From an optimization exercise on the open Yosys and OpenROAD flow, aimed at small area; shortcuts taken in it are not production practice. Function was checked by simulation only, so behaviour that the tests miss may differ from the original. No activity file was given, so power comes from the tool's default toggle rates.

==> flow/design.v (excerpt) <==
module UNIT_FINAL(clk, reset, tr1, tr2, tr3, tr4, ov, uv, TEM, db, col1, col2, col3, col4,
            ad_in, adclk, cs_n, K_1, K_2, K_3, K_4, K_5, rcvd, sent,
            LED1, LED2, LED3, LED4, LED5, LED6, LED7, LED8, LED9, LED10);
Size: roughly 2300 cells after synthesis, roughly 380 flip-flops, roughly 21000 um2 of cells after synthesis.
==> flow/config.mk <==
export PLATFORM = sky130hd
export DESIGN_NAME = UNIT_FINAL
export DESIGN_NICKNAME = UNIT_FINAL
export VERILOG_FILES = /design/flow/design.v
export SDC_FILE = /design/flow/constraint.sdc
export NUM_CORES = 4
export LEC_CHECK = 0
export CAP_MARGIN = 20
export CORE_MARGIN = 2
export CORE_UTILIZATION = 40
export SLEW_MARGIN = 20
==> flow/constraint.sdc <==
create_clock -name core_clock -period 6.0 [get_ports {clk}]
set_input_delay 1.2000 -clock core_clock [delete_from_list [all_inputs] [get_ports {clk}]]
set_output_delay 1.2000 -clock core_clock [all_outputs]
set_load 0.01 [all_outputs]
run.sh (not shown) runs the stock make flow with config.mk's settings and CLKGATE_MAP_FILE= SYNTH_SCRIPT=/design/flow/synth_recipe.tcl, a recipe that flattens the netlist after the stock synthesis.
Rerun with:
CORE_UTILIZATION = 55   (was 40)
CTS_BUF_LIST = sky130_fd_sc_hd__clkbuf_8   (was default)
CTS_CLUSTER_DIAMETER = 60   (was default)
CTS_CLUSTER_SIZE = 16   (was default)
Worst setup slack got worse by 0.066 ns.
Area after synthesis stays the same.
Utilization is higher by 15 points.
Sequential power is higher by about 1%.
Sequential share of layout area is higher by 1.3 points.
Clock power is lower by about 35%.
Clock skew is higher by 0.012 ns.
Wire length is lower by about 2.4%.
Design area is lower by 3.7%.
Synthesized cell count stays the same.
Rerun with:
CTS_BUF_LIST = sky130_fd_sc_hd__clkbuf_4   (was sky130_fd_sc_hd__clkbuf_8)
CTS_CLUSTER_DIAMETER = 40   (was 60)
CTS_CLUSTER_SIZE = 10   (was 16)
Result: The new run passed the timing, DRC and antenna checks; global-route usage is higher by 0.14 points; synthesized cell count does not change; die area stays the same; maximum frequency is lower by about 5.4%.

---

UNIT_FINAL, a different RTL version from the one above (not shown whole).
Size in the first run: about 1800 cells after synthesis, roughly 360 flip-flops, roughly 34 I/O pins, ~0.016 mm^2 of cells after synthesis.
==> flow/design.v (excerpt) <==
module UNIT_FINAL(clk, reset, tr1, tr2, tr3, tr4, ov, uv, TEM, db, col1, col2, col3, col4,
            ad_in, adclk, cs_n, K_1, K_2, K_3, K_4, K_5, rcvd, sent,
            LED1, LED2, LED3, LED4, LED5, LED6, LED7, LED8, LED9, LED10);
==> flow/config.mk <==
export PLATFORM = sky130hd
export DESIGN_NAME = UNIT_FINAL
export DESIGN_NICKNAME = UNIT_FINAL
export VERILOG_FILES = /design/flow/design.v
export SDC_FILE = /design/flow/constraint.sdc
export NUM_CORES = 4
export LEC_CHECK = 0
export CAP_MARGIN = 20
export CORE_MARGIN = 2
export CORE_UTILIZATION = 55
export CTS_BUF_LIST = sky130_fd_sc_hd__clkbuf_8
export CTS_CLUSTER_DIAMETER = 60
export CTS_CLUSTER_SIZE = 16
export SLEW_MARGIN = 20
==> flow/constraint.sdc <==
create_clock -name core_clock -period 6.0 [get_ports {clk}]
set_input_delay 1.2000 -clock core_clock [delete_from_list [all_inputs] [get_ports {clk}]]
set_output_delay 1.2000 -clock core_clock [all_outputs]
set_load 0.01 [all_outputs]
standard.sh (not shown) runs the stock make flow with config.mk's settings and CLKGATE_MAP_FILE= SYNTH_SCRIPT=/design/flow/synth_recipe.tcl, a recipe that flattens the netlist after the stock synthesis.
==> flow/flow/run.sh <==
#!/bin/bash
# Layout flow: the standard ORFS flow, with synthesis mapped for area.
# Synthesis runs the standard script (standard.sh synth, synth_recipe.tcl)
# with three ORFS settings changed:
#  - ABC_AREA=1 with an area-only ABC script (flow/abc_area.script),
#  - ADDER_MAP_FILE empty: no full/half-adder cell extraction,
#  - SYNTH_OPERATIONS_ARGS set: no Kogge-Stone carry-lookahead mapping.
# Registers are mapped by dfflibmap before ABC, exactly as in the
# standard synthesis. After synthesis the standard flow runs, with the
# clock tree built without dummy loads (flow/cts_args).
set -euo pipefail
S="$PWD/scripts_area"
rm -rf "$S"
cp -r "$FLOW_HOME/scripts" "$S"
cp flow/abc_area.script "$S/abc_area.script"
bash standard.sh SCRIPTS_DIR="$S" ABC_AREA=1 ADDER_MAP_FILE= \
    SYNTH_OPERATIONS_ARGS=-nofsm synth > synth.log 2>&1
bash standard.sh "CTS_ARGS=$(cat flow/cts_args)" > layout.log 2>&1
==> flow/flow/abc_area.script <==
strash
dc2
dc2
dch -f
amap -m -F 2 -A 8
topo
stime -c
==> flow/flow/cts_args <==
-sink_clustering_enable -repair_clock_nets -sink_clustering_size 16 -sink_clustering_max_diameter 60 -buf_list sky130_fd_sc_hd__clkbuf_8 -dont_use_dummy_load
The starting point completed without violations.
Change:
--- a/flow/flow/run.sh
+++ b/flow/flow/run.sh
@@ -9,3 +9,4 @@
 # standard synthesis. After synthesis the standard flow runs, with the
-# clock tree built without dummy loads (flow/cts_args).
+# clock tree built without dummy loads (flow/cts_args) and buf_1 cells
+# as the input and output port buffers.
 set -euo pipefail
@@ -17,2 +18,3 @@
     SYNTH_OPERATIONS_ARGS=-nofsm synth > synth.log 2>&1
-bash standard.sh "CTS_ARGS=$(cat flow/cts_args)" > layout.log 2>&1
+bash standard.sh "CTS_ARGS=$(cat flow/cts_args)" \
+    "BUFFER_PORTS_ARGS=-buffer_cell sky130_fd_sc_hd__buf_1" > layout.log 2>&1
==> flow/flow/cts_args (replaced) <==
-sink_clustering_enable -repair_clock_nets -sink_clustering_size 30 -sink_clustering_max_diameter 100 -buf_list sky130_fd_sc_hd__clkbuf_16 -dont_use_dummy_load
CORE_UTILIZATION = 65   (was 55)
GPL_TIMING_DRIVEN = 0   (was not set)
The changed run ran to the end with no violations.
Register-to-register slack is worse by 240 ps.
Sequential share of layout area climbs by 0.53 points.
Routed wire length drops by 3.5%.

what the ideal ports hide:
Ports are ideal in the flow. The routed layouts listed here were re-timed in OpenROAD. Step 1 sets driving cells, clkbuf_16 on the clock port and buf_2 on the other inputs (assumed; they add their load-dependent delay and slew). Step 2 also shifts input and output timing later by t, the mid clock arrival at the registers, as if the neighbouring blocks saw the same clock. Slacks: no drivers / after step 1 / after step 2; pairs: no drivers / after step 1.
run	t (ns)	setup slack, ns	worst register clock-pin slew, ns
the first run of note 1	0.612	2.028 / 1.971 / 2.045	0.07 / 0.07
the second run of note 1	0.672	1.962 / 1.910 / 2.268	0.11 / 0.11
the third run of note 1	0.881	1.733 / 1.680 / 2.234	0.12 / 0.12
the first run of note 2	0.647	1.011 / 1.011 / 1.011	0.10 / 0.10
the second run of note 2	0.543	0.767 / 0.767 / 0.767	0.11 / 0.11
After both steps setup and hold are still met in every run listed.
